Source: an optimization exercise on an open RTL-to-GDS flow (aim: a short achievable clock period and few clock cycles). Production flows keep margins and buffers that such runs may drop. Where RTL was checked, it was by simulation tests only, not by an equivalence proof against the original. Only the layout flow was run in runs 1 and 3; the RTL was not checked for function there. Power and IR drop assume default switching activity.

[config.mk]
export PLATFORM = sky130hd
export DESIGN_NAME = hw5_cpu
export DESIGN_NICKNAME = hw5_cpu
export VERILOG_FILES = /design/flow/design.v
export SDC_FILE = /design/flow/constraint.sdc
export NUM_CORES = 4
export LEC_CHECK = 0
export CAP_MARGIN = 20
export CORE_MARGIN = 2
export CORE_UTILIZATION = 40
export SLEW_MARGIN = 20
export TNS_END_PERCENT = 10
[constraint.sdc]
create_clock -name core_clock -period 12.0 [get_ports {clk}]
set_input_delay 2.4000 -clock core_clock [delete_from_list [all_inputs] [get_ports {clk}]]
set_output_delay 2.4000 -clock core_clock [all_outputs]
set_load 0.01 [all_outputs]
[design.v]
module SignExtension(
  In, 
  Out
);
input signed [15:0] In; 
output signed [31:0] Out;
assign Out = In;
endmodule  
module SevenSeg(OUT,IN);
input  [3:0] IN;
output [6:0] OUT;
assign OUT =
  (IN == 4'h0) ? 7'b1000000 :
  (IN == 4'h1) ? 7'b1111001 :
  (IN == 4'h2) ? 7'b0100100 :
  (IN == 4'h3) ? 7'b0110000 :
  (IN == 4'h4) ? 7'b0011001 :
  (IN == 4'h5) ? 7'b0010010 :
  (IN == 4'h6) ? 7'b0000010 :
  (IN == 4'h7) ? 7'b1111000 :
  (IN == 4'h8) ? 7'b0000000 :
  (IN == 4'h9) ? 7'b0010000 :
  (IN == 4'hA) ? 7'b0001000 :
  (IN == 4'hb) ? 7'b0000011 :
  (IN == 4'hc) ? 7'b1000110 :
  (IN == 4'hd) ? 7'b0100001 :
  (IN == 4'he) ? 7'b0000110 :
    7'b0001110 ;
endmodule
module AddKS(
  A,
  B,
  CI,
  S
);
parameter W = 16;
input  [W-1:0] A;
input  [W-1:0] B;
input          CI;
output [W-1:0] S;
wire [W-1:0] p = A ^ B;
wire [6*W-1:0] g;
wire [6*W-1:0] t;
assign g[W-1:0] = (A & B) | {{(W-1){1'b0}}, p[0] & CI};
assign t[W-1:0] = p;
genvar l, i;
generate
  for (l = 0; l < 5; l = l + 1) begin : lvl
    for (i = 0; i < W; i = i + 1) begin : pos
      if (i >= (1 << l)) begin : comb
        assign g[(l+1)*W+i] = g[l*W+i] | (t[l*W+i] & g[l*W+i-(1<<l)]);
        assign t[(l+1)*W+i] = t[l*W+i] & t[l*W+i-(1<<l)];
      end else begin : pass
        assign g[(l+1)*W+i] = g[l*W+i];
        assign t[(l+1)*W+i] = t[l*W+i];
      end
    end
  end
endgenerate
assign S = p ^ {g[5*W +: W-1], CI};
endmodule  
module hw5_cpu(
  clk,
  rst_n,
  imem_addr,
  imem_data,
  dmem_addr,
  dmem_we,
  dmem_wdata,
  dmem_rdata,
  LEDR, LEDG,
  HEX0, HEX1, HEX2, HEX3
);
input clk;
input rst_n;
output [9:0] imem_addr;
input [32-1:0] imem_data;
output [9:0] dmem_addr;
output dmem_we;
output [16-1:0] dmem_wdata;
input [16-1:0] dmem_rdata;
output [9:0] LEDR;
output [7:0] LEDG;
output [6:0] HEX0, HEX1, HEX2, HEX3;
reg rst_q;
always @(posedge clk)
  rst_q <= rst_n;
reg [15:0] pc_f;
reg        x_v;
reg [15:0] x_pc4;                   
reg        x_sum, x_and, x_link;    
reg        x_wreg, x_load, x_store;
reg        x_jmp, x_jsrr, x_movi;
reg        x_pv;                    
reg [15:0] x_pval;                  
reg [3:0]  x_rd;
reg [15:0] x_b, x_c, x_a;           
reg        x_bm, x_cm, x_am;        
reg        m_wreg;
reg        m_load;
reg        m_we;
reg [3:0]  m_rd;
reg [15:0] m_res;
reg [15:0] m_sdata;
reg        w_wreg;
reg [3:0]  w_rd;
reg [15:0] w_res;
reg [15:0] lr;                      
reg [15:0] rf [0:15];
reg [2:0]  cc;
reg [9:0]  ledr_q;
reg [7:0]  ledg_q;
reg [6:0]  hex0_q, hex1_q, hex2_q, hex3_q;
assign imem_addr  = pc_f[11:2];
assign dmem_addr  = m_res[9:0];
assign dmem_we    = m_we;
assign dmem_wdata = m_sdata;
assign LEDR = ledr_q;
assign LEDG = ledg_q;
assign HEX0 = hex0_q;
assign HEX1 = hex1_q;
assign HEX2 = hex2_q;
assign HEX3 = hex3_q;
wire [7:0]  f_op  = imem_data[31:24];
wire [3:0]  f_ra  = imem_data[23:20];
wire [3:0]  f_rb  = imem_data[19:16];
wire [3:0]  f_rc  = imem_data[11:8];
wire [15:0] f_imm = imem_data[15:0];
wire f_add  = (f_op == 8'b00000000);
wire f_addi = (f_op == 8'b00000001);
wire f_and  = (f_op == 8'b00001000);
wire f_andi = (f_op == 8'b00001001);
wire f_mov  = (f_op == 8'b00010000);
wire f_movi = (f_op == 8'b00010001);
wire f_ldw  = (f_op == 8'b00101010);
wire f_stw  = (f_op == 8'b00110010);
wire f_br   = (f_op[7:3] == 5'b11011);
wire f_jmp  = (f_op == 8'b11100000);
wire f_jsr  = (f_op == 8'b11110000);
wire f_jsrr = (f_op == 8'b11111000);
wire f_immt   = f_addi | f_andi | f_ldw | f_stw | f_movi;
wire f_uses_b = f_add | f_addi | f_and | f_andi | f_ldw | f_stw | f_jmp | f_jsrr;
wire f_uses_c = f_add | f_and | f_mov;
wire f_wreg   = f_add | f_addi | f_and | f_andi | f_mov | f_movi | f_ldw | f_jsr | f_jsrr;
wire [3:0] f_rd = (f_mov | f_movi) ? f_rb : (f_jsr | f_jsrr) ? 4'd7 : f_ra;
wire xw = x_v && x_wreg;
wire b_m = xw     && (x_rd == f_rb);
wire b_w = m_wreg && (m_rd == f_rb);
wire b_v = w_wreg && (w_rd == f_rb);
wire c_m = xw     && (x_rd == f_rc);
wire c_w = m_wreg && (m_rd == f_rc);
wire c_v = w_wreg && (w_rd == f_rc);
wire a_m = xw     && (x_rd == f_ra);
wire a_w = m_wreg && (m_rd == f_ra);
wire a_v = w_wreg && (w_rd == f_ra);
wire [15:0] w_next = m_load ? dmem_rdata : m_res;
wire [15:0] f_bval = b_w ? w_next : b_v ? w_res : rf[f_rb];
wire [15:0] f_cval = c_w ? w_next : c_v ? w_res : rf[f_rc];
wire [15:0] f_aval = a_w ? w_next : a_v ? w_res : rf[f_ra];
wire f_stall = (x_v && x_load &&
  ((f_uses_b && x_rd == f_rb) || (f_uses_c && x_rd == f_rc) || (f_stw && x_rd == f_ra) || f_br));
wire [15:0] pc4_f = pc_f + 16'h4;
wire [13:0] tgt_hi;
AddKS #(.W(14)) add_tgt(.A(pc_f[15:2]), .B(f_imm[13:0]), .CI(1'b1), .S(tgt_hi));
wire [15:0] tgt_f = {tgt_hi, pc_f[1:0]};
wire movi_hit = x_v && x_movi && (x_rd == f_rb);
wire [15:0] jmp_pval = movi_hit ? x_c : (f_rb == 4'd7) ? lr : pc4_f;
wire [13:0] jsrr_hi;
AddKS #(.W(14)) add_jsrr(.A(pc_f[15:2]), .B(x_c[13:0]), .CI(1'b1), .S(jsrr_hi));
wire [15:0] jsrr_pf  = {jsrr_hi, pc_f[1:0]};
wire [15:0] fb = x_bm ? m_res : x_b;
wire [15:0] fc = x_cm ? m_res : x_c;
wire [15:0] fa = x_am ? m_res : x_a;
wire [15:0] sum;
AddKS #(.W(16)) add_alu(.A(fb), .B(fc), .CI(1'b0), .S(sum));
wire [15:0] res = x_sum ? sum :
                  x_and ? andv :
                  x_link ? x_pc4 :
                  fc;
function [2:0] ccof;
  input [15:0] v;
  ccof = v[15] ? 3'b100 : (v == 16'h0) ? 3'b010 : 3'b001;
endfunction
wire [15:0] andv = fb & fc;
wire sum_zero = ((fb ^ fc) == {fb[14:0] | fc[14:0], 1'b0});
wire [2:0] cc_sum = sum[15] ? 3'b100 : sum_zero ? 3'b010 : 3'b001;
wire [2:0] cc_x = x_sum ? cc_sum : x_and ? ccof(andv) : x_link ? ccof(x_pc4) : ccof(fc);
wire [2:0] cc_now = m_wreg ? (m_load ? ccof(dmem_rdata) : ccof(m_res)) : w_wreg ? ccof(w_res) : cc;
wire [2:0] cc_live = (x_v && x_wreg) ? cc_x : cc_now;
wire f_take = f_jsr || (f_br && ((f_op[2:0] & cc_live) != 3'b000));
wire pred_ok = x_pv && (fb == x_pval);
wire redirect = x_v && (x_jmp || x_jsrr) && !pred_ok;
wire [13:0] jsrx_hi;
AddKS #(.W(14)) add_jsrx(.A(x_pc4[15:2]), .B(fb[13:0]), .CI(1'b0), .S(jsrx_hi));
wire [15:0] jsrr_x = {jsrx_hi, x_pc4[1:0]};
wire [15:0] target = x_jmp ? fb : jsrr_x;
always @(posedge clk)
begin
  if (!rst_n) begin
    pc_f <= 16'h0;
    x_v  <= 1'b0;
  end else if (redirect) begin
    pc_f <= target;
    x_v  <= 1'b0;
  end else if (f_stall) begin
    x_v  <= 1'b0;
  end else begin
    if (f_take)
      pc_f <= tgt_f;
    else if (f_jmp)
      pc_f <= jmp_pval;
    else if (f_jsrr && movi_hit)
      pc_f <= jsrr_pf;
    else
      pc_f <= pc4_f;
    x_v  <= 1'b1;
  end
  if (!rst_q)
    lr <= 16'h0;
  else if (f_jsr || f_jsrr)
    lr <= pc4_f;
  x_pc4   <= pc4_f;
  x_sum   <= f_add | f_addi | f_ldw | f_stw;
  x_and   <= f_and | f_andi;
  x_link  <= f_jsr | f_jsrr;
  x_wreg  <= f_wreg;
  x_load  <= f_ldw;
  x_store <= f_stw;
  x_jmp   <= f_jmp;
  x_jsrr  <= f_jsrr;
  x_movi  <= f_movi;
  x_pv    <= f_jmp || movi_hit;
  x_pval  <= f_jmp ? jmp_pval : x_c;
  x_rd    <= f_rd;
  x_b  <= f_bval;
  x_bm <= b_m;
  x_c  <= f_immt ? f_imm : f_cval;
  x_cm <= !f_immt && c_m;
  x_a  <= f_aval;
  x_am <= a_m;
end
always @(posedge clk)
begin
  if (!rst_q) begin
    m_wreg <= 1'b0;
    m_load <= 1'b0;
    m_we   <= 1'b0;
    m_res  <= 16'h0;
  end else begin
    m_wreg <= x_v && x_wreg;
    m_load <= x_v && x_load;
    m_we   <= x_v && x_store;
    m_res  <= res;
  end
  m_rd    <= x_rd;
  m_sdata <= fa;
end
always @(posedge clk)
begin
  if (!rst_q)
    w_wreg <= 1'b0;
  else
    w_wreg <= m_wreg;
  w_rd  <= m_rd;
  w_res <= w_next;
end
integer k;
always @(posedge clk)
begin
  if (!rst_q) begin
    for (k = 0; k < 16; k = k + 1)
      rf[k] <= 16'h0;
    cc <= 3'b000;
  end else if (w_wreg) begin
    rf[w_rd] <= w_res;
    cc <= ccof(w_res);
  end
end
wire [6:0] seg0, seg1, seg2, seg3;
SevenSeg sseg0(.OUT(seg3), .IN(m_sdata[15:12]));
SevenSeg sseg1(.OUT(seg2), .IN(m_sdata[11:8]));
SevenSeg sseg2(.OUT(seg1), .IN(m_sdata[7:4]));
SevenSeg sseg3(.OUT(seg0), .IN(m_sdata[3:0]));
wire ld_r = m_we && (m_res[9:0] == 1020);
wire ld_g = m_we && (m_res[9:0] == 1021);
wire ld_h = m_we && (m_res[9:0] == 1022);
always @(posedge clk)
begin
  if (!rst_q) begin
    ledr_q <= 10'h3FF;
    ledg_q <= 8'hFF;
    hex3_q <= 7'b0100001;  
    hex2_q <= 7'b0000110;  
    hex1_q <= 7'b0001000;  
    hex0_q <= 7'b0100001;  
  end else begin
    ledr_q <= ({10{ld_r}} & m_sdata[9:0]) | ({10{!ld_r}} & ledr_q);
    ledg_q <= ({8{ld_g}} & m_sdata[7:0]) | ({8{!ld_g}} & ledg_q);
    hex3_q <= ({7{ld_h}} & seg3) | ({7{!ld_h}} & hex3_q);
    hex2_q <= ({7{ld_h}} & seg2) | ({7{!ld_h}} & hex2_q);
    hex1_q <= ({7{ld_h}} & seg1) | ({7{!ld_h}} & hex1_q);
    hex0_q <= ({7{ld_h}} & seg0) | ({7{!ld_h}} & hex0_q);
  end
end
endmodule  
[flow/run.sh]
#!/bin/bash
# The standard layout, with timing repair aimed below the design's period.
set -euo pipefail
bash standard.sh SETUP_SLACK_MARGIN=9 finish > flow.log 2>&1
[standard.sh]
#!/bin/bash
# synth_recipe.tcl (not shown) runs the flow's synth.tcl, then flattens the netlist and writes it again
# the make line also repeats each setting of config.mk as NAME=value (left out here)
make -C /OpenROAD-flow-scripts/flow DESIGN_CONFIG=/design/flow/config.mk WORK_HOME=/design/flow/orfs CLKGATE_MAP_FILE= SYNTH_SCRIPT=/design/flow/synth_recipe.tcl "${@:-finish}"
==> impl_metrics.env, run 1 <==
export IMPL_post_route_period_util_pct=34.6
export IMPL_seq_area_frac_synth_pct=41.6
export IMPL_synth_enable_flop_cells=256
export IMPL_die_area_um2=77300
export IMPL_final_util_pct=50.1
export IMPL_row_count=100
export IMPL_final_nets=3008
export IMPL_worst_path_dominant_cell_family="simple AND/OR/NAND/NOR gates"
export IMPL_finalHoldViolations=0
export IMPL_quantity_of_hold_fixing_buffers_added_after_cts=0
export IMPL_async_sr_flop_fraction_pct=0
export IMPL_layout_cells_most_common="sky130_fd_sc_hd__edfxtp_1"
export IMPL_grt_setup_unrepaired="true"
export IMPL_drv_max_cap_violation_count=0
export IMPL_slowest_stage="sky130_fd_sc_hd__nor4_4"
export IMPL_worstHoldPathType="reg -> reg"
export IMPL_tightest_slew_ps=1120
export IMPL_area_delta_synth_final_pct=24.2
export IMPL_total_leakage_power_uw=0.0140
export IMPL_route_detailed_vias_per_inst=6.12
export IMPL_design_core_area_um2=74400
export IMPL_tritoncts="yes"
export IMPL_most_frequent_cells_in_the_layout="sky130_fd_sc_hd__edfxtp_1, sky130_fd_sc_hd__and2_1, sky130_fd_sc_hd__mux4_2, sky130_fd_sc_hd__nand2_1, sky130_fd_sc_hd__dfxtp_1"
export IMPL_synth_ff_type="sky130_fd_sc_hd__edfxtp_1"
export IMPL_dp_final_hpwl_mm=72.3
export IMPL_synth_cell_area_um2=30000
export IMPL_period_needed_ps=4150
export IMPL_fillers=6490
export IMPL_route_vias_total=23856
export IMPL_multi_input_comb_area_um2=17400
export IMPL_io_pin_count=133
export IMPL_final_critical_path_setup_slack_ps=7850
export IMPL_die_height_um=278
export IMPL_startpoint_type="input pin"
export IMPL_antenna_violations_before_repair=4
export IMPL_maximum_number_of_pins_on_one_net_before_global_route_repair=56
export IMPL_post_synth_num_cell_types=81
export IMPL_grt_pass1_vias=23996
export IMPL_global_route_usage_over_all_layers_pct=28.7
export IMPL_post_place_cells=3621
export IMPL_remaining_drc_errors=0
export IMPL_power_per_cell_area_nw_per_um2=124
export IMPL_setup_violations_final=0
export IMPL_worstSetupEndpointType="register"
export IMPL_detailedRoute_firstIterationViolations=2487
export IMPL_grt_pass1_wl_mm=163
export IMPL_postLayoutCellArea_um2=37300
export IMPL_drt_pass1_iterations=6
export IMPL_irDropWorstVdd_v=0.000132
export IMPL_ys_warn_count=1
export IMPL_clock_tree_buffer_depth=3
export IMPL_fin_cells=3901
export IMPL_start_util_pct=40.3
export IMPL_port_buffers=132
export IMPL_cpPeakStageDelay_ps=340
export IMPL_place_area_um2=32100
export IMPL_slew_violations=0
export IMPL_critPathArrivalTime_ps=4700
export IMPL_status="no timing/DRC/antenna violations"
export IMPL_fin_setup_tns_ps=0
export IMPL_cts_root_buffer="sky130_fd_sc_hd__clkbuf_16"
export IMPL_ys_ff_latch=496
export IMPL_globalplace_congestion=0.993
export IMPL_clock_network_latency_to_the_later_pin_of_the_worst_skew_pair_ps=660
export IMPL_worst_path_cell_trace="buf_12 > nor4_4 > nand4_1 > buf_6 > nor2_4 > o311ai_4 > or2_1 > a211oi_2 > nor3_4 > buf_12 > buf_6 > mux2i_1 > a211oi_1"
export IMPL_htree_levels=2
export IMPL_clk_pin_slew_worst_paths_ps=70
export IMPL_ant_nets=0
export IMPL_cts_buffers=56
export IMPL_path_buf_inv=4
export IMPL_start_to_end_type_of_the_worst_setup_path="in -> reg"
export IMPL_worst_ep_required_time_ps=12550
export IMPL_worstPathMaxFanout=6
export IMPL_syn_inst=2708
export IMPL_place_ws_ps=6020
export IMPL_grt_overflow_total=0
export IMPL_route_detailed_wl_per_inst_um=28.8
export IMPL_postSynthAreaPerCell_um2=11.1
export IMPL_drt_total_wl_mm=112
export IMPL_synth_net_count=2833
export IMPL_dieWidth_um=278
export IMPL_max_slew_margin_pct=25.2
export IMPL_post_route_cells_drive_above_1_share_pct=30.5
export IMPL_cts_sink_count=496
export IMPL_finClkSkew_ps=39.3
export IMPL_sequential_cell_area_um2=12600
export IMPL_fmaxAchievable_ghz=0.241
==> worst reg2reg max path, cell delays in order, from the launching register on <==
cell and delay (ps):
sky130_fd_sc_hd__dfxtp_2 350, sky130_fd_sc_hd__buf_12 180, sky130_fd_sc_hd__mux2i_4 400, sky130_fd_sc_hd__buf_6 160, sky130_fd_sc_hd__ha_2 300, sky130_fd_sc_hd__a211oi_4 270
sky130_fd_sc_hd__o21ai_2 140, sky130_fd_sc_hd__a31oi_4 240, sky130_fd_sc_hd__o21bai_4 90, sky130_fd_sc_hd__a211oi_2 300, sky130_fd_sc_hd__mux2_4 370, sky130_fd_sc_hd__o2111a_2 300
sky130_fd_sc_hd__nor3_4 250, sky130_fd_sc_hd__buf_12 180, sky130_fd_sc_hd__buf_12 150, sky130_fd_sc_hd__mux2i_1 200, sky130_fd_sc_hd__o21ai_1 80
==> logic make-up after synthesis <==
family	share of synthesized area, %
and+or+nand+nor	14.8
DFF	41.6
AOI/OAI and AO/OA	8.94
muxes	23.5
buffers and inverters	4.07
xor gates and xnor gates	3.79
adders and majority gates	3.22
==> power breakdown <==
part,total (µW),switching (µW),leakage (µW),internal (µW)
registers,2000,137,0.00464,1860
clock network,1750,760,0.000902,987
logic,882,470,0.00848,412
total,4630,1370,0.0140,3260
==> layer usage <==
metal,GRT usage (%),share of wire (%),vias to the layer above
met5,0,0.012,-
met4,16.5,6.6,2
met3,5.26,7.2,365
met2,49.7,50,1143
met1,33.4,36,11926
li1,-,-,10420
==> sequential cells by signal, summed over array words and instances (netlist names), 16 cells and up, named ones only <==
signal,cells
pc_f,16
m_sdata,16
rf,256
x_pc4,16
x_a,16
x_pval,16
lr,16
w_res,16
m_res,16
x_c,16
x_b,16
==> worst paths after layout <==
| kind | from | endpoint | slack [ps] | cells past startpoint |
|---|---|---|---|---|
| setup / recovery | dmem_rdata[6] | pc_f[14] | 7850 | 13 |
| hold / removal | m_rd[3] | w_rd[3] | 400 | 0 |
| setup reg to reg | x_bm | pc_f[4] | 7960 | 16 |
| hold reg to reg | m_rd[3] | w_rd[3] | 400 | 0 |
==> stage by stage <==
step | total power, µW | hold WS (ps)
4_1_cts | 4590 | 409
3_5_place_dp | 2770 | 397
2_1_floorplan | 2490 | 363
3_3_place_gp | 2760 | 391
6_report | 4630 | 405
5_1_grt | 4760 | 410
==> area by class of cell <==
| class | instances | area share [%] |
|---|---|---|
| antenna | 3 | 0.0201 |
| tap | 969 | 3.25 |
| clock inverter | 38 | 0.996 |
| timing repair buffer | 348 | 10.7 |
| sequential | 496 | 33.9 |
| inverter | 62 | 0.694 |
| timing repair inverter | 1 | 0.0168 |
| multi-input combinational | 1918 | 46.5 |
| clock buffer | 66 | 3.94 |
==> Yosys cell counts (5+ instances only) <==
| master | count | area, µm² |
|---|---|---|
| sky130_fd_sc_hd__nand4_1 | 18 | 113 |
| sky130_fd_sc_hd__buf_2 | 15 | 75.1 |
| sky130_fd_sc_hd__a211oi_1 | 54 | 405 |
| sky130_fd_sc_hd__mux4_2 | 240 | 5410 |
| sky130_fd_sc_hd__xor2_1 | 52 | 455 |
| sky130_fd_sc_hd__o21a_1 | 5 | 37.5 |
| sky130_fd_sc_hd__ha_1 | 71 | 888 |
| sky130_fd_sc_hd__clkbuf_1 | 175 | 657 |
| sky130_fd_sc_hd__o221ai_1 | 11 | 96.3 |
| sky130_fd_sc_hd__nor3_1 | 60 | 300 |
| sky130_fd_sc_hd__mux2i_1 | 110 | 1100 |
| sky130_fd_sc_hd__and3_1 | 12 | 75.1 |
| sky130_fd_sc_hd__o311ai_1 | 5 | 43.8 |
| sky130_fd_sc_hd__nand2b_1 | 28 | 175 |
| sky130_fd_sc_hd__o21bai_1 | 5 | 37.5 |
| sky130_fd_sc_hd__nand2_1 | 212 | 796 |
| sky130_fd_sc_hd__xnor2_1 | 78 | 683 |
| sky130_fd_sc_hd__a22oi_1 | 9 | 67.6 |
| sky130_fd_sc_hd__edfxtp_1 | 256 | 7690 |
| sky130_fd_sc_hd__mux2_2 | 47 | 529 |
| sky130_fd_sc_hd__buf_1 | 22 | 82.6 |
| sky130_fd_sc_hd__or3_1 | 8 | 50.1 |
| sky130_fd_sc_hd__and2_1 | 250 | 1560 |
| sky130_fd_sc_hd__o21ai_1 | 12 | 60.1 |
| sky130_fd_sc_hd__buf_4 | 21 | 158 |
| sky130_fd_sc_hd__a21oi_1 | 98 | 490 |
| sky130_fd_sc_hd__nor2b_1 | 15 | 93.8 |
| sky130_fd_sc_hd__a221o_1 | 5 | 50.1 |
| sky130_fd_sc_hd__o211ai_1 | 12 | 90.1 |
| sky130_fd_sc_hd__inv_1 | 53 | 199 |
| sky130_fd_sc_hd__nor4_1 | 37 | 231 |
| sky130_fd_sc_hd__a31oi_1 | 8 | 50.1 |
| sky130_fd_sc_hd__a21o_1 | 17 | 128 |
| sky130_fd_sc_hd__nor2_1 | 178 | 668 |
| sky130_fd_sc_hd__nor3b_1 | 5 | 37.5 |
| sky130_fd_sc_hd__o21ai_0 | 141 | 706 |
| sky130_fd_sc_hd__dfxtp_1 | 240 | 4800 |
| sky130_fd_sc_hd__o22ai_1 | 5 | 31.3 |
| sky130_fd_sc_hd__nand3_1 | 38 | 190 |
| sky130_fd_sc_hd__inv_2 | 8 | 30.0 |
==> what timing repair did <==
action                     CTS  global route
pin swaps                   63            41
setup buffers               82            61
setup endpoints to repair  442           450
hold endpoints to repair     0             0
cloned                      30             0
gates resized for setup    454           211
==> inputs of run 2 (changes only) <==
--- a/design.v
+++ b/design.v
@@ -101,7 +101,8 @@
 reg        m_we;
 reg [3:0]  m_rd;
 reg [15:0] m_res;
-reg [15:0] m_sdata;
+reg [9:0]  m_addr;                  
+reg [15:0] m_sdata;                 
 reg        w_wreg;
 reg [3:0]  w_rd;
 reg [15:0] w_res;
@@ -112,7 +113,7 @@
 reg [7:0]  ledg_q;
 reg [6:0]  hex0_q, hex1_q, hex2_q, hex3_q;
 assign imem_addr  = pc_f[11:2];
-assign dmem_addr  = m_res[9:0];
+assign dmem_addr  = m_addr;
 assign dmem_we    = m_we;
 assign dmem_wdata = m_sdata;
 assign LEDR = ledr_q;
@@ -158,13 +159,14 @@
 wire [15:0] f_cval = c_w ? w_next : c_v ? w_res : rf[f_rc];
 wire [15:0] f_aval = a_w ? w_next : a_v ? w_res : rf[f_ra];
 wire f_stall = (x_v && x_load &&
-  ((f_uses_b && x_rd == f_rb) || (f_uses_c && x_rd == f_rc) || (f_stw && x_rd == f_ra) || f_br));
+  ((f_uses_b && x_rd == f_rb) || (f_uses_c && x_rd == f_rc) || (f_stw && x_rd == f_ra) || f_br)) ||
+  (f_br && !xw && m_load);
 wire [15:0] pc4_f = pc_f + 16'h4;
 wire [13:0] tgt_hi;
 AddKS #(.W(14)) add_tgt(.A(pc_f[15:2]), .B(f_imm[13:0]), .CI(1'b1), .S(tgt_hi));
 wire [15:0] tgt_f = {tgt_hi, pc_f[1:0]};
-wire movi_hit = x_v && x_movi && (x_rd == f_rb);
-wire [15:0] jmp_pval = movi_hit ? x_c : (f_rb == 4'd7) ? lr : pc4_f;
+wire movi_hit = x_v && x_movi;
+wire [15:0] jmp_pval = (f_rb == 4'd7) ? lr : movi_hit ? x_c : pc4_f;
 wire [13:0] jsrr_hi;
 AddKS #(.W(14)) add_jsrr(.A(pc_f[15:2]), .B(x_c[13:0]), .CI(1'b1), .S(jsrr_hi));
 wire [15:0] jsrr_pf  = {jsrr_hi, pc_f[1:0]};
@@ -185,7 +187,7 @@
 wire sum_zero = ((fb ^ fc) == {fb[14:0] | fc[14:0], 1'b0});
 wire [2:0] cc_sum = sum[15] ? 3'b100 : sum_zero ? 3'b010 : 3'b001;
 wire [2:0] cc_x = x_sum ? cc_sum : x_and ? ccof(andv) : x_link ? ccof(x_pc4) : ccof(fc);
-wire [2:0] cc_now = m_wreg ? (m_load ? ccof(dmem_rdata) : ccof(m_res)) : w_wreg ? ccof(w_res) : cc;
+wire [2:0] cc_now = m_wreg ? ccof(m_res) : w_wreg ? ccof(w_res) : cc;
 wire [2:0] cc_live = (x_v && x_wreg) ? cc_x : cc_now;
 wire f_take = f_jsr || (f_br && ((f_op[2:0] & cc_live) != 3'b000));
 wire pred_ok = x_pv && (fb == x_pval);
@@ -246,14 +248,17 @@
     m_load <= 1'b0;
     m_we   <= 1'b0;
     m_res  <= 16'h0;
+    m_addr <= 10'h0;
+    m_sdata <= 16'h0;
   end else begin
     m_wreg <= x_v && x_wreg;
     m_load <= x_v && x_load;
     m_we   <= x_v && x_store;
     m_res  <= res;
+    m_addr <= (x_v && (x_load || x_store)) ? sum[9:0] : 10'h0;
+    m_sdata <= (x_v && x_store) ? fa : 16'h0;
   end
   m_rd    <= x_rd;
-  m_sdata <= fa;
 end
 always @(posedge clk)
 begin
@@ -281,9 +286,9 @@
 SevenSeg sseg1(.OUT(seg2), .IN(m_sdata[11:8]));
 SevenSeg sseg2(.OUT(seg1), .IN(m_sdata[7:4]));
 SevenSeg sseg3(.OUT(seg0), .IN(m_sdata[3:0]));
-wire ld_r = m_we && (m_res[9:0] == 1020);
-wire ld_g = m_we && (m_res[9:0] == 1021);
-wire ld_h = m_we && (m_res[9:0] == 1022);
+wire ld_r = m_we && (m_addr == 1020);
+wire ld_g = m_we && (m_addr == 1021);
+wire ld_h = m_we && (m_addr == 1022);
 always @(posedge clk)
 begin
   if (!rst_q) begin
==> flow/run.sh (replaced) <==
#!/bin/bash
# The standard layout, with timing repair aimed below the design's period.
set -euo pipefail
bash standard.sh SETUP_SLACK_MARGIN=8.5 finish > flow.log 2>&1
==> run 2 against run 1 <==
  * Total power rose by 0.30%
  * Cell count down 0.87%
  * Highest routed layer unchanged
  * Area after synthesis increased by 1.1%
  * Worst setup slack barely moved
  * Fmax about the same
  * Combinational power shrank about 10%
  * Register-to-register slack about the same
  * First-iteration DRC count increased by 9.4%
  * Sequential share of layout area rose by 0.97 points
==> impl_metrics.env, run 2 <==
export IMPL_cts_buffers=58
export IMPL_finalHoldViolations=0
export IMPL_worst_case_hold_slack_ps=403
export IMPL_slew_violations=0
export IMPL_drv_max_cap_violation_count=0
export IMPL_synth_cells_most_frequent="sky130_fd_sc_hd__and2_1, sky130_fd_sc_hd__edfxtp_1, sky130_fd_sc_hd__dfxtp_1"
export IMPL_grt_pass1_vias=23467
export IMPL_slowest_stage="sky130_fd_sc_hd__fa_2"
export IMPL_power_share_combinational_pct=17.1
export IMPL_power_per_cell_area_nw_per_um2=127
export IMPL_clock_power_share_pct=39.7
export IMPL_port_buffers=132
export IMPL_layout_cells_most_common="sky130_fd_sc_hd__and2_1"
export IMPL_largest_register_ff_count=256
export IMPL_row_count=101
export IMPL_rrSetupSlack_ps=7960
export IMPL_drt_pass1_iterations=7
export IMPL_timing_reg2reg_worst_path_depth=13
export IMPL_worst_path_cell_trace="buf_6 > inv_4 > ha_4 > inv_2 > fa_2 > a21oi_4 > o211ai_1 > a31oi_1 > nor2b_1 > o21a_1 > o41ai_4 > xnor2_2 > o211ai_1 > o311ai_1"
export IMPL_synth_cell_area_um2=30400
export IMPL_cpPeakStageDelay_ps=360
export IMPL_syn_inst=2719
export IMPL_wirelength_met1_mm=44.8
export IMPL_ys_warn_count=1
export IMPL_async_sr_flop_fraction_pct=0
export IMPL_critPathArrivalTime_ps=4670
export IMPL_switching_power_summed_over_all_nets_uw=1320
export IMPL_global_route_usage_over_all_layers_pct=28.4
export IMPL_fmaxAchievable_ghz=0.241
export IMPL_route_detailed_vias_per_inst=6.20
export IMPL_io_pin_count=133
export IMPL_worstSetupEndpointType="register"
export IMPL_synth_ff_type="sky130_fd_sc_hd__edfxtp_1"
export IMPL_htree_levels=2
export IMPL_fin_setup_tns_ps=0
export IMPL_grt_overflow_total=0
export IMPL_die_area_um2=78200
export IMPL_switching_share_pct=28.4
export IMPL_route_vias_total=23988
export IMPL_path_buf_inv=3
export IMPL_antennaDiodeCount=0
export IMPL_setup_violations_final=0
export IMPL_tightest_slew_ps=1150
export IMPL_worst_path_dominant_cell_family="compound AO/OA/AOI/OAI gates"
export IMPL_antenna_violations_before_repair=4
export IMPL_postLayoutCellArea_um2=36600
export IMPL_clock_network_latency_to_the_later_pin_of_the_worst_skew_pair_ps=630
export IMPL_met3RoutedLength_mm=10.6
export IMPL_clock_tree_buffer_depth=3
export IMPL_max_slew_margin_pct=23.3
export IMPL_die_height_um=280
export IMPL_grt_pass1_wl_mm=162
export IMPL_drt_total_wl_mm=115
export IMPL_routed_wl_met2_mm=52.9
export IMPL_maximum_number_of_pins_on_one_net_before_global_route_repair=47
export IMPL_final_util_pct=48.5
export IMPL_postSynthAreaPerCell_um2=11.2
export IMPL_period_needed_ps=4150
export IMPL_start_to_end_type_of_the_worst_setup_path="in -> reg"
export IMPL_dr_max_layer_used="met5"
export IMPL_place_area_um2=32600
export IMPL_design_core_area_um2=75600
export IMPL_post_synth_top_area_fraction_pct=25.3
export IMPL_irDropWorstVdd_v=0.000114
export IMPL_synth_net_count=2844
export IMPL_post_route_period_util_pct=34.6
export IMPL_ys_ff_latch=506
export IMPL_total_leakage_power_uw=0.0134
export IMPL_dp_final_hpwl_mm=75.9
export IMPL_dieWidth_um=280
export IMPL_cp_startpoint="imem_data[0]"
export IMPL_top_register="rf"
export IMPL_globalplace_congestion=0.979
export IMPL_grt_setup_unrepaired="true"
export IMPL_synthTopCellsByArea="sky130_fd_sc_hd__edfxtp_1, sky130_fd_sc_hd__mux4_2, sky130_fd_sc_hd__dfxtp_1"
export IMPL_timing_rr_end="pc_f[12]"
export IMPL_detailedRoute_firstIterationViolations=2722
export IMPL_clk_pin_slew_worst_paths_ps=60
export IMPL_quantity_of_hold_fixing_buffers_added_after_cts=0
export IMPL_status="no timing/DRC/antenna violations"
export IMPL_seq_power_share_pct=43.2
export IMPL_remaining_drc_errors=0
export IMPL_worstHoldPathType="reg -> reg"
export IMPL_finClkSkew_ps=25.4
export IMPL_worst_ep_required_time_ps=12520
export IMPL_crit_end="pc_f[14]"
export IMPL_most_frequent_cells_in_the_layout="sky130_fd_sc_hd__and2_1, sky130_fd_sc_hd__edfxtp_1, sky130_fd_sc_hd__mux4_2, sky130_fd_sc_hd__dfxtp_1, sky130_fd_sc_hd__nor2_1"
export IMPL_seq_area_frac_synth_pct=41.8
export IMPL_route_detailed_wl_per_inst_um=29.7
export IMPL_cts_root_buffer="sky130_fd_sc_hd__clkbuf_16"
export IMPL_synth_enable_flop_cells=256
export IMPL_final_nets=2967
export IMPL_post_synth_num_cell_types=75
export IMPL_tritoncts="yes"
export IMPL_crit_path_frequent_cell="sky130_fd_sc_hd__o211ai_1"
export IMPL_post_route_cells_drive_above_1_share_pct=24.7
export IMPL_worstPathMaxFanout=3
export IMPL_worst_path_stages=14
export IMPL_ant_nets=0
export IMPL_startpoint_type="input pin"
export IMPL_cts_sink_count=506
export IMPL_critical_path_reg2reg_startpoint="x_bm"
export IMPL_post_synth_top_count_cell="sky130_fd_sc_hd__and2_1"
export IMPL_start_util_pct=40.2
export IMPL_area_delta_synth_final_pct=20.6
export IMPL_internal_power_uw=3320
export IMPL_yosys_area_top_type="sky130_fd_sc_hd__edfxtp_1"
[run 2: changes by cell type in the layout (fill, tap and decap cells not counted), sizes merged, moves of 19 or more]
cell           change
nor2              +38
o21ai             -23
nand2             -19
clkdlybuf4s50     +61
dlygate4sd2       -25
o211ai            +19
buf              -105
[run 2: cells by family (layout without fill, tap and decap cells)]
| kind of cell | count (synthesis) | count (layout) | synth area share, % |
|---|---|---|---|
| mux | 409 | 409 | 23.7 |
| buf+inv | 288 | 458 | 3.86 |
| xor+xnor | 129 | 129 | 3.72 |
| fa+ha+maj | 75 | 75 | 3.19 |
| flops | 506 | 506 | 41.8 |
| simple gates | 889 | 889 | 14.8 |
| compound gates | 423 | 423 | 8.93 |
[run 2: worst min-delay path by stage]
stage / startpoint / end / slack [ps] / cells after the start
after floorplan: pc_f[0] / x_pc4[0] / 360 / 0
after global placement: pc_f[1] / x_pc4[1] / 390 / 0
after detailed placement: pc_f[1] / x_pc4[1] / 370 / 0
after CTS: pc_f[1] / x_pc4[1] / 400 / 0
after global routing: pc_f[1] / x_pc4[1] / 410 / 0
final: pc_f[1] / x_pc4[1] / 400 / 0
[run 2: routing by layer]
layer	track usage, %	up-vias
li1	-	10356
met1	37.0	11947
met2	45.4	1383
met3	5.99	300
met4	13.5	2
met5	0	-
[run 2: worst reg2reg max path: cells and delay by family (launching register included)]
kind | cells | cell delay [ps]
flops | 1 | 380
compound gates | 4 | 740
fa+ha+maj | 1 | 320
mux | 1 | 400
simple gates | 4 | 1570
buf+inv | 3 | 560
[run 2: layout make-up]
| cell class | instances | area, µm² |
|---|---|---|
| Inverter | 68 | 268 |
| Clock buffer | 72 | 1620 |
| Clock inverter | 35 | 344 |
| Multi-Input combinational cell | 1925 | 17200 |
| Timing Repair Buffer | 281 | 3260 |
| Timing Repair inverter | 2 | 10.0 |
| Tap cell | 978 | 1220 |
| Sequential cell | 506 | 12800 |
| Fill cell | 6661 | 38900 |
[run 2: stage by stage]
stage                     worst slack, ps  power [µW]  instances
after floorplan                      7570        2470       2719
after global placement               5900        2730       3649
after detailed placement             5850        2740       3650
after CTS                            7830        4610       3816
after global routing                 7780        4780       3867
final                                7850        4640       3867
[run 2: power by group through the flow]
stage | Combinational (µW) | Clock [µW] | Sequential, µW
after floorplan | 501 | 0 | 1960
after global placement | 696 | 0 | 2030
after detailed placement | 701 | 0 | 2040
after CTS | 755 | 1860 | 2000
after global routing | 834 | 1930 | 2010
final | 794 | 1840 | 2010
[run 2: what timing repair did]
item | 4_1_cts | 5_1_grt
resized for setup | 237 | 94
buffers inserted | 47 | 40
endpoints found under the setup margin | 230 | 226
pin swaps | 34 | 15
endpoints found under the hold margin | 0 | 0
gates cloned | 12 | 11
Testbench counts of run 2, summed over its fixed seeds: cycles 19,565.
==> inputs of run 3 (changes only) <==
--- a/design.v
+++ b/design.v
@@ -87,7 +87,10 @@
   rst_q <= rst_n;
 reg [15:0] pc_f;
 reg        x_v;
+reg [15:0] x_pc;                    
 reg [15:0] x_pc4;                   
+reg        x_rp;                    
+reg [2:0]  x_lcc;                   
 reg        x_sum, x_and, x_link;    
 reg        x_wreg, x_load, x_store;
 reg        x_jmp, x_jsrr, x_movi;
@@ -158,15 +161,15 @@
 wire [15:0] f_bval = b_w ? w_next : b_v ? w_res : rf[f_rb];
 wire [15:0] f_cval = c_w ? w_next : c_v ? w_res : rf[f_rc];
 wire [15:0] f_aval = a_w ? w_next : a_v ? w_res : rf[f_ra];
-wire f_stall = (x_v && x_load &&
-  ((f_uses_b && x_rd == f_rb) || (f_uses_c && x_rd == f_rc) || (f_stw && x_rd == f_ra) || f_br)) ||
-  (f_br && !xw && m_load);
+wire f_ldep = x_v && x_load &&
+  ((f_uses_b && x_rd == f_rb) || (f_uses_c && x_rd == f_rc) || (f_stw && x_rd == f_ra));
+wire f_stall = f_br && ((x_v && x_load) || (!xw && m_load));
 wire [15:0] pc4_f = pc_f + 16'h4;
 wire [13:0] tgt_hi;
 AddKS #(.W(14)) add_tgt(.A(pc_f[15:2]), .B(f_imm[13:0]), .CI(1'b1), .S(tgt_hi));
 wire [15:0] tgt_f = {tgt_hi, pc_f[1:0]};
-wire movi_hit = x_v && x_movi;
-wire [15:0] jmp_pval = (f_rb == 4'd7) ? lr : movi_hit ? x_c : pc4_f;
+wire movi_hit = x_v && x_movi && (x_rd == f_rb);
+wire [15:0] jmp_pval = movi_hit ? x_c : (f_rb == 4'd7) ? lr : pc4_f;
 wire [13:0] jsrr_hi;
 AddKS #(.W(14)) add_jsrr(.A(pc_f[15:2]), .B(x_c[13:0]), .CI(1'b1), .S(jsrr_hi));
 wire [15:0] jsrr_pf  = {jsrr_hi, pc_f[1:0]};
@@ -183,19 +186,38 @@
   input [15:0] v;
   ccof = v[15] ? 3'b100 : (v == 16'h0) ? 3'b010 : 3'b001;
 endfunction
+function zsum;    
+  input [15:0] a;
+  input [15:0] b;
+  zsum = ((a ^ b) == {a[14:0] | b[14:0], 1'b0});
+endfunction
+wire [15:0] s_bc, s_bm, s_mc, s_mm;
+AddKS #(.W(16)) add_sbc(.A(x_b),   .B(x_c),   .CI(1'b0), .S(s_bc));
+AddKS #(.W(16)) add_sbm(.A(x_b),   .B(m_res), .CI(1'b0), .S(s_bm));
+AddKS #(.W(16)) add_smc(.A(m_res), .B(x_c),   .CI(1'b0), .S(s_mc));
+AddKS #(.W(16)) add_smm(.A(m_res), .B(m_res), .CI(1'b0), .S(s_mm));
+wire n_sum = x_bm ? (x_cm ? s_mm[15] : s_mc[15]) : (x_cm ? s_bm[15] : s_bc[15]);
+wire z_sum = x_bm ? (x_cm ? zsum(m_res, m_res) : zsum(m_res, x_c)) :
+                    (x_cm ? zsum(x_b, m_res)   : zsum(x_b, x_c));
+wire n_and = fb[15] & fc[15];
+wire z_and = x_bm ? (x_cm ? (m_res == 16'h0) : ((m_res & x_c) == 16'h0)) :
+                    (x_cm ? ((x_b & m_res) == 16'h0) : ((x_b & x_c) == 16'h0));
+wire n_pass = fc[15];
+wire z_pass = x_cm ? (m_res == 16'h0) : (x_c == 16'h0);
+wire n_x = x_sum ? n_sum : x_and ? n_and : x_link ? x_lcc[2] : n_pass;
+wire z_x = x_sum ? z_sum : x_and ? z_and : x_link ? x_lcc[1] : z_pass;
+wire [2:0] cc_x = {n_x, !n_x && z_x, !n_x && !z_x};
 wire [15:0] andv = fb & fc;
-wire sum_zero = ((fb ^ fc) == {fb[14:0] | fc[14:0], 1'b0});
-wire [2:0] cc_sum = sum[15] ? 3'b100 : sum_zero ? 3'b010 : 3'b001;
-wire [2:0] cc_x = x_sum ? cc_sum : x_and ? ccof(andv) : x_link ? ccof(x_pc4) : ccof(fc);
 wire [2:0] cc_now = m_wreg ? ccof(m_res) : w_wreg ? ccof(w_res) : cc;
 wire [2:0] cc_live = (x_v && x_wreg) ? cc_x : cc_now;
 wire f_take = f_jsr || (f_br && ((f_op[2:0] & cc_live) != 3'b000));
 wire pred_ok = x_pv && (fb == x_pval);
-wire redirect = x_v && (x_jmp || x_jsrr) && !pred_ok;
+wire redirect = x_v && (x_rp || ((x_jmp || x_jsrr) && !pred_ok));
+wire go = x_v && !x_rp;
 wire [13:0] jsrx_hi;
 AddKS #(.W(14)) add_jsrx(.A(x_pc4[15:2]), .B(fb[13:0]), .CI(1'b0), .S(jsrx_hi));
 wire [15:0] jsrr_x = {jsrx_hi, x_pc4[1:0]};
-wire [15:0] target = x_jmp ? fb : jsrr_x;
+wire [15:0] target = x_rp ? x_pc : x_jmp ? fb : jsrr_x;
 always @(posedge clk)
 begin
   if (!rst_n) begin
@@ -221,7 +243,10 @@
     lr <= 16'h0;
   else if (f_jsr || f_jsrr)
     lr <= pc4_f;
+  x_pc    <= pc_f;
   x_pc4   <= pc4_f;
+  x_rp    <= f_ldep;
+  x_lcc   <= ccof(pc4_f);
   x_sum   <= f_add | f_addi | f_ldw | f_stw;
   x_and   <= f_and | f_andi;
   x_link  <= f_jsr | f_jsrr;
@@ -249,16 +274,17 @@
     m_we   <= 1'b0;
     m_res  <= 16'h0;
     m_addr <= 10'h0;
-    m_sdata <= 16'h0;
   end else begin
-    m_wreg <= x_v && x_wreg;
-    m_load <= x_v && x_load;
-    m_we   <= x_v && x_store;
+    m_wreg <= go && x_wreg;
+    m_load <= go && x_load;
+    m_we   <= go && x_store;
     m_res  <= res;
-    m_addr <= (x_v && (x_load || x_store)) ? sum[9:0] : 10'h0;
-    m_sdata <= (x_v && x_store) ? fa : 16'h0;
+    if (go && (x_load || x_store))
+      m_addr <= sum[9:0];
   end
   m_rd    <= x_rd;
+  if (go && x_store)
+    m_sdata <= fa;
 end
 always @(posedge clk)
 begin
@@ -286,9 +312,6 @@
 SevenSeg sseg1(.OUT(seg2), .IN(m_sdata[11:8]));
 SevenSeg sseg2(.OUT(seg1), .IN(m_sdata[7:4]));
 SevenSeg sseg3(.OUT(seg0), .IN(m_sdata[3:0]));
-wire ld_r = m_we && (m_addr == 1020);
-wire ld_g = m_we && (m_addr == 1021);
-wire ld_h = m_we && (m_addr == 1022);
 always @(posedge clk)
 begin
   if (!rst_q) begin
@@ -298,13 +321,17 @@
     hex2_q <= 7'b0000110;  
     hex1_q <= 7'b0001000;  
     hex0_q <= 7'b0100001;  
-  end else begin
-    ledr_q <= ({10{ld_r}} & m_sdata[9:0]) | ({10{!ld_r}} & ledr_q);
-    ledg_q <= ({8{ld_g}} & m_sdata[7:0]) | ({8{!ld_g}} & ledg_q);
-    hex3_q <= ({7{ld_h}} & seg3) | ({7{!ld_h}} & hex3_q);
-    hex2_q <= ({7{ld_h}} & seg2) | ({7{!ld_h}} & hex2_q);
-    hex1_q <= ({7{ld_h}} & seg1) | ({7{!ld_h}} & hex1_q);
-    hex0_q <= ({7{ld_h}} & seg0) | ({7{!ld_h}} & hex0_q);
+  end else if (m_we) begin
+    if (m_addr == 1020)
+      ledr_q <= m_sdata[9:0];
+    if (m_addr == 1021)
+      ledg_q <= m_sdata[7:0];
+    if (m_addr == 1022) begin
+      hex3_q <= seg3;
+      hex2_q <= seg2;
+      hex1_q <= seg1;
+      hex0_q <= seg0;
+    end
   end
 end
 endmodule  
==> flow/run.sh (replaced) <==
#!/bin/bash
# The standard layout, with timing repair aimed below the design's period.
set -euo pipefail
bash standard.sh SETUP_SLACK_MARGIN=9 finish > flow.log 2>&1
--- a/config.mk
+++ b/config.mk
@@ -9,4 +9,3 @@
 export CORE_MARGIN = 2
 export CORE_UTILIZATION = 40
 export SLEW_MARGIN = 20
-export TNS_END_PERCENT = 10
==> run 3 against run 2 <==
  * Total power up 8.7%
  * Cell count up 13%
  * Clock power up 3%
  * Clock skew up 15 ps
==> impl_metrics.env, run 3 <==
export IMPL_total_power_uw=5050
export IMPL_timing_reg2reg_worst_path_depth=16
export IMPL_irDropWorstVdd_v=0.0000947
export IMPL_hp_start="m_rd[0]"
export IMPL_route_detailed_wl_per_inst_um=30.0
export IMPL_global_route_usage_over_all_layers_pct=30.2
export IMPL_drv_max_cap_violation_count=0
export IMPL_cts_root_buffer="sky130_fd_sc_hd__clkbuf_16"
export IMPL_power_per_cell_area_nw_per_um2=120
export IMPL_area_delta_synth_final_pct=28.8
export IMPL_clk_pin_slew_worst_paths_ps=70
export IMPL_cts_sink_count=523
export IMPL_ys_ff_latch=523
export IMPL_fin_cells=4379
export IMPL_post_route_cells_drive_above_1_share_pct=33.7
export IMPL_detailedRoute_firstIterationViolations=3443
export IMPL_setup_violations_final=0
export IMPL_period_needed_ps=4090
export IMPL_yosys_area_top_type="sky130_fd_sc_hd__edfxtp_1"
export IMPL_tightest_slew_ps=1250
export IMPL_synth_net_count=3194
export IMPL_syn_inst=2990
export IMPL_io_pin_count=133
export IMPL_synthTopCellsByArea="sky130_fd_sc_hd__edfxtp_1, sky130_fd_sc_hd__mux4_2, sky130_fd_sc_hd__dfxtp_1"
export IMPL_start_util_pct=40.5
export IMPL_route_detailed_vias_per_inst=6.23
export IMPL_largest_register_ff_count=256
export IMPL_die_height_um=290
export IMPL_seq_area_frac_synth_pct=40.3
export IMPL_grt_pass1_vias=26850
export IMPL_place_ws_ps=5780
export IMPL_clock_network_latency_to_the_later_pin_of_the_worst_skew_pair_ps=670
export IMPL_critPathArrivalTime_ps=4630
export IMPL_row_count=104
export IMPL_maximum_number_of_pins_on_one_net_before_global_route_repair=52
export IMPL_start_to_end_type_of_the_worst_setup_path="in -> reg"
export IMPL_clock_tree_buffer_depth=3
export IMPL_startpoint_type="input pin"
export IMPL_dieWidth_um=290
export IMPL_grt_met3_use_pct=5.23
export IMPL_slew_violations=0
export IMPL_grt_overflow_total=0
export IMPL_post_route_period_util_pct=34.1
export IMPL_finClkSkew_ps=40.6
export IMPL_fmaxAchievable_ghz=0.244
export IMPL_drt_pass1_iterations=6
export IMPL_design_core_area_um2=80800
export IMPL_layout_cells_most_common="sky130_fd_sc_hd__edfxtp_1"
export IMPL_post_synth_top_area_fraction_pct=25.0
export IMPL_top_usage_layer="met2"
export IMPL_grt_pass1_wl_mm=187
export IMPL_finalHoldViolations=0
export IMPL_max_slew_margin_pct=16.5
export IMPL_status="no timing/DRC/antenna violations"
export IMPL_hold_depth=0
export IMPL_port_buffers=132
export IMPL_post_synth_num_cell_types=85
export IMPL_drt_total_wl_mm=131
export IMPL_antenna_violations_before_repair=3
export IMPL_final_critical_path_setup_slack_ps=7910
export IMPL_fillers=6910
export IMPL_grt_setup_unrepaired="true"
export IMPL_route_vias_total=27296
export IMPL_async_sr_flop_fraction_pct=0
export IMPL_htree_levels=2
export IMPL_tritoncts="yes"
export IMPL_synth_cell_area_um2=32700
export IMPL_most_frequent_cells_in_the_layout="sky130_fd_sc_hd__edfxtp_1, sky130_fd_sc_hd__and2_1, sky130_fd_sc_hd__mux4_2, sky130_fd_sc_hd__nand2_1, sky130_fd_sc_hd__buf_4"
export IMPL_ant_nets=0
export IMPL_timing_rr_end="pc_f[14]"
export IMPL_synth_cells_most_frequent="sky130_fd_sc_hd__edfxtp_1, sky130_fd_sc_hd__and2_1, sky130_fd_sc_hd__dfxtp_1"
export IMPL_die_area_um2=84100
export IMPL_synth_ff_type="sky130_fd_sc_hd__edfxtp_1"
export IMPL_ys_warn_count=1
export IMPL_worstPathMaxFanout=4
export IMPL_synth_enable_flop_cells=272
export IMPL_fin_setup_tns_ps=0
export IMPL_post_synth_top_count_cell="sky130_fd_sc_hd__edfxtp_1"
export IMPL_quantity_of_hold_fixing_buffers_added_after_cts=0
export IMPL_cts_buffers=60
export IMPL_total_leakage_power_uw=0.0162
export IMPL_dp_final_hpwl_mm=83.0
export IMPL_worst_case_hold_slack_ps=437
export IMPL_globalplace_congestion=0.967
export IMPL_whs_endpoint="w_rd[0]"
export IMPL_worstSetupEndpointType="register"
export IMPL_global_route_usage_met2_pct=48.9
export IMPL_worstHoldPathType="reg -> reg"
export IMPL_top_register="rf"
export IMPL_final_nets=3474
export IMPL_critical_path_reg2reg_startpoint="x_bm"
export IMPL_post_place_cells=4019
export IMPL_postSynthAreaPerCell_um2=10.9
export IMPL_globalRouteMet1Util_pct=38.1
export IMPL_worst_ep_required_time_ps=12540
export IMPL_remaining_drc_errors=0
export IMPL_rrSetupSlack_ps=8110
==> run 3: per-stage QoR <==
step / util, % / area, µm²
3_5_place_dp: 43.8 / 35400
6_report: 52.1 / 42100
2_1_floorplan: - / 33600
4_1_cts: 50.7 / 41000
5_1_grt: 52.1 / 42100
3_3_place_gp: 43.8 / 35400
==> run 3: timing repair <==
action | CTS | global route
pin swaps | 67 | 66
endpoints found under the hold margin | 0 | 0
gates cloned | 38 | 9
endpoints found under the setup margin | 255 | 229
buffers inserted | 160 | 42
gates resized for setup | 852 | 129
==> run 3: layer usage <==
metal  vias up  wire length [µm]
li1      11667                 -
met1     13516             49100
met2      1691             61300
met3       422             12200
met4         0              8780
met5         -                 0
==> run 3: logic make-up after synthesis <==
kind of cell | share of synthesized area (%)
AOI/OAI and AO/OA | 9.80
xor gates and xnor gates | 4.12
adders and majority gates | 5.98
buffers and inverters | 3.96
DFF | 40.3
muxes | 21.0
and+or+nand+nor | 14.8
==> run 3: worst max-delay path by stage <==
| stage | cells past startpoint | end | slack (ps) | from |
|---|---|---|---|---|
| after global routing | 15 | pc_f[14] | 7760 | imem_data[0] |
| after global placement | 10 | pc_f[3] | 5790 | imem_data[18] |
| after CTS | 10 | pc_f[15] | 7800 | imem_data[5] |
| after detailed placement | 10 | pc_f[3] | 5780 | imem_data[18] |
| final | 10 | pc_f[13] | 7910 | imem_data[6] |
| after floorplan | 14 | pc_f[14] | 7540 | imem_data[0] |
==> run 3: final cells by class <==
type	count	area (µm²)	area share, %
clock inverter	30	350	0.832
timing repair inverter	2	36.3	0.0861
timing repair buffer	433	5250	12.5
tap	1060	1330	3.15
antenna	3	7.51	0.0178
sequential	523	13300	31.7
multi-input combinational	2151	19700	46.9
clock buffer	78	1620	3.84
inverter	99	463	1.10
==> run 3: power by group <==
part / total [µW] / internal, µW / switching, µW
clock network: 1890 / 1100 / 795
registers: 2080 / 1960 / 128
logic: 1070 / 484 / 589
==> run 3: critical path: stages <==
cell and delay [ps]:
sky130_fd_sc_hd__clkdlybuf4s50_1 440, sky130_fd_sc_hd__ha_1 240, sky130_fd_sc_hd__and2_1 170, sky130_fd_sc_hd__o21ai_0 330, sky130_fd_sc_hd__o21ai_4 130, sky130_fd_sc_hd__o41ai_2 210, sky130_fd_sc_hd__buf_4 200, sky130_fd_sc_hd__xor2_4 170
sky130_fd_sc_hd__a211oi_1 80, sky130_fd_sc_hd__a211o_1 250

static timing again, ports no longer ideal:
The results above use ideal ports. As a check the final layouts listed here were re-extracted and re-timed, cells and wires unchanged.
Step 1 sets driving cells, clkbuf_16 on the clock port and buf_2 on the other inputs (assumed; they add their load-dependent delay and slew).
Step 2, shift: input delay + t, output delay - t, t = (earliest + latest rising clock arrival at the registers) / 2. This alone moves slack from input paths to output paths.
Three values: ideal ports, drivers, drivers and shift; two values: the first two.
| run | shift t [ns] | setup WS [ns] | cell pins on the clock port's net |
|---|---|---|---|
| run 1 | 0.703 | 7.853 / 7.868 / 7.165 | 1 |
| run 2 | 0.680 | 7.854 / 7.795 / 7.204 | 1 |
| run 3 | 0.709 | 7.908 / 7.929 / 7.220 | 1 |
After both steps every run listed still meets setup and hold.
